This design comes from an exercise in tuning for a short achievable clock period and few clock cycles on the open sky130 flow, not from production work.
Function was checked by simulation only, so behaviour that the tests miss may differ from the original.
Power and IR drop assume default switching activity.

==> flow/design.v (excerpt) <==
module CPU (clk, rst, go, imem_addr, imem_rdata, dmem_addr, dmem_wdata,
            dmem_we, dmem_rdata, led, halted);
Size: about 89000 sq um of cells after synthesis.
==> flow/config.mk <==
export PLATFORM = sky130hd
export DESIGN_NAME = CPU
export DESIGN_NICKNAME = CPU
export VERILOG_FILES = /design/flow/design.v
export SDC_FILE = /design/flow/constraint.sdc
export NUM_CORES = 4
export LEC_CHECK = 0
export CAP_MARGIN = 20
export CORE_MARGIN = 2
export CORE_UTILIZATION = 40
export SLEW_MARGIN = 20
export SYNTH_HIERARCHICAL = 1
==> flow/constraint.sdc <==
create_clock -name core_clock -period 25.0 [get_ports {clk}]
set_input_delay 5.0000 -clock core_clock [delete_from_list [all_inputs] [get_ports {clk}]]
set_output_delay 5.0000 -clock core_clock [all_outputs]
set_load 0.01 [all_outputs]
standard.sh (not shown) runs the stock make flow with config.mk's settings and CLKGATE_MAP_FILE= SYNTH_SCRIPT=/design/flow/synth_recipe.tcl, a recipe that flattens the netlist after the stock synthesis.
==> flow/flow/run.sh <==
#!/bin/bash
# The standard layout, with timing repair aimed at a much shorter period than
# the 25 ns the design is signed off at (the constraints are unchanged; only
# repair_timing's setup margin is raised), and with the resizer free to pick
# cells of any footprint.
set -euo pipefail
cd "$(dirname "$0")/.."
export SETUP_SLACK_MARGIN=19
bash standard.sh MATCH_CELL_FOOTPRINT=0 finish > standard_flow.log 2>&1
Testbench counts at the start, summed over its fixed seeds: cycles 40,710.
==> next run, changes <==
--- a/flow/design.v
+++ b/flow/design.v
@@ -47,13 +47,13 @@
       begin
          r = ks32(a, b, cin);
          ks32s = r[31:0];
       end
    endfunction
    reg  [31:0] pc_f;
-   reg  [11:0] last_link;
+   reg  [11:2] last_link;
    reg         x_valid;
    reg  [31:0] x_ir;
    reg  [31:0] x_imm;        
    reg  [31:0] x_pc;
    reg  [31:0] x_pc4;
    reg  [31:0] x_pnext;      
@@ -191,32 +191,34 @@
    wire [4:0]  in_rs2 = in_sys ? 5'd10 : in[24:20];
    wire [31:0] in_imm = in_st  ? {{20{in[31]}}, in[31:25], in[11:7]} :
                         in_br  ? {{19{in[31]}}, in[31], in[7], in[30:25], in[11:8], 1'b0} :
                         in_jal ? {{11{in[31]}}, in[31], in[19:12], in[20], in[30:21], 1'b0} :
                                  {{20{in[31]}}, in[31:20]};
    wire        f_stat = in_ctl & (in[3] | (~in[2] & in[31]));
-   wire [31:0] f_off  = in[3] ? {{11{in[31]}}, in[31], in[19:12], in[20], in[30:21], 1'b0}
-                              : {{19{in[31]}}, in[31], in[7], in[30:25], in[11:8], 1'b0};
-   wire [11:0] f_star;
-   ks_add12 u_fst (.a(pc_f[11:0]), .b(f_off[11:0]), .s(f_star));
+   wire [11:2] f_offj = {in[20], in[30:22]};
+   wire [11:2] f_offb = {in[7], in[30:25], in[11:9]};
+   wire [11:2] f_sj, f_sb;
+   ks_add10 u_fsj (.a(pc_f[11:2]), .b(f_offj), .s(f_sj));
+   ks_add10 u_fsb (.a(pc_f[11:2]), .b(f_offb), .s(f_sb));
+   wire [11:2] f_star = in[3] ? f_sj : f_sb;
    wire        f_jalr = in_ctl & ~in[3] & in[2];
    wire        f_qk   = (in[11:7] == in[19:15]) & (in[11:7] != 5'd0);
    wire [31:0] f_immi = {{20{in[31]}}, in[31:20]};
-   wire [11:0] f_jq, f_jl;
-   ks_add12 u_fjq (.a(f_pc4[11:0]), .b(f_immi[11:0]), .s(f_jq));
-   ks_add12 u_fjl (.a(last_link), .b(f_immi[11:0]), .s(f_jl));
-   wire [11:0] f_jt   = f_qk ? {f_jq[11:1], 1'b0} : {f_jl[11:1], 1'b0};
-   wire [31:0] f_next = f_stat ? {pc_f[31:12], f_star} :
-                        f_jalr ? {pc_f[31:12], f_jt} :
+   wire [11:2] f_jq, f_jl;
+   ks_add10 u_fjq (.a(f_pc4[11:2]), .b(f_immi[11:2]), .s(f_jq));
+   ks_add10 u_fjl (.a(last_link), .b(f_immi[11:2]), .s(f_jl));
+   wire [11:2] f_jt   = f_qk ? f_jq : f_jl;
+   wire [31:0] f_next = f_stat ? {pc_f[31:12], f_star, 2'b00} :
+                        f_jalr ? {pc_f[31:12], f_jt, 2'b00} :
                         f_hit  ? f_tgt : f_pc4;
    wire [4:0]  nm_rd  = x_valid ? x_rd : 5'd0;
    always @(posedge clk or posedge rst) begin
       if (rst)
-         last_link <= 12'd0;
+         last_link <= 10'd0;
       else if (!stall && (in_opc == 7'b1101111 || f_jalr) && in[11:7] != 5'd0)
-         last_link <= f_pc4[11:0];
+         last_link <= f_pc4[11:2];
    end
    always @(posedge clk or posedge rst) begin
       if (rst) begin
          pc_f    <= 32'd0;
          x_valid <= 1'b0;
       end else if (redirect) begin
@@ -337,31 +339,31 @@
       w_alu        <= m_val;
       w_mem        <= dmem_rdata;
       w_lhu        <= m_lhu;
       w_a1         <= m_a1;
    end
 endmodule
-module ks_add12 (a, b, s);
-   input  [11:0] a;
-   input  [11:0] b;
-   output [11:0] s;
-   wire [11:0] p0 = a ^ b;
-   wire [11:0] g [0:4];
-   wire [11:0] p [0:4];
+module ks_add10 (a, b, s);
+   input  [9:0] a;
+   input  [9:0] b;
+   output [9:0] s;
+   wire [9:0] p0 = a ^ b;
+   wire [9:0] g [0:4];
+   wire [9:0] p [0:4];
    assign g[0] = a & b;
    assign p[0] = p0;
    genvar l, i;
    generate
       for (l = 1; l <= 4; l = l + 1) begin : lvl
-         for (i = 0; i < 12; i = i + 1) begin : bt
+         for (i = 0; i < 10; i = i + 1) begin : bt
             if (i >= (1 << (l - 1))) begin : op
                assign g[l][i] = g[l-1][i] | (p[l-1][i] & g[l-1][i - (1 << (l - 1))]);
                assign p[l][i] = p[l-1][i] & p[l-1][i - (1 << (l - 1))];
             end else begin : pass
                assign g[l][i] = g[l-1][i];
                assign p[l][i] = p[l-1][i];
             end
          end
       end
    endgenerate
-   assign s = p0 ^ {g[4][10:0], 1'b0};
+   assign s = p0 ^ {g[4][8:0], 1'b0};
 endmodule
Result: The changed run completed with no timing, DRC or antenna violations. Clock power is lower by about 2%. Routed wire length barely changes. Cell area stays flat. Die area rises by 2.7%. Power climbs by 1.3%. Synthesized cell count goes up by 3.8%. Sequential cell count is lower by 2. Via count rises by 2.8%. Non-clock buffer count goes down by 126.
Testbench counts after the change, summed over its fixed seeds: cycles 40,710.

[what the ideal ports hide]
How much do the figures lean on ideal ports? The routed layouts below were timed once more, with nothing changed but the port constraints.
Step 1, drivers: a clkbuf_16 drives clk and a buf_2 each remaining input, both assumed.
Step 2 times the ports against the registers' clock, not the clock port: input delays grow and output delays shrink by t, the midpoint of the rising clock arrivals with the driver on.
Three values: ideal, step 1, step 2; two values: the first two.
| run | shift t [ns] | slack for setup (ns) | worst setup path after step 2 | worst register clock-pin slew, ns |
|---|---|---|---|---|
| the first run | 0.943 | 18.426 / 18.368 / 17.425 | input to register | 0.07 / 0.07 |
| the second run | 0.944 | 18.441 / 18.368 / 17.607 | input to register | 0.07 / 0.07 |
After both steps setup and hold are still met in every run listed. The setup slack of the first run, which loses most, moves by -0.058 ns with the drivers and by -1.001 ns with both steps.
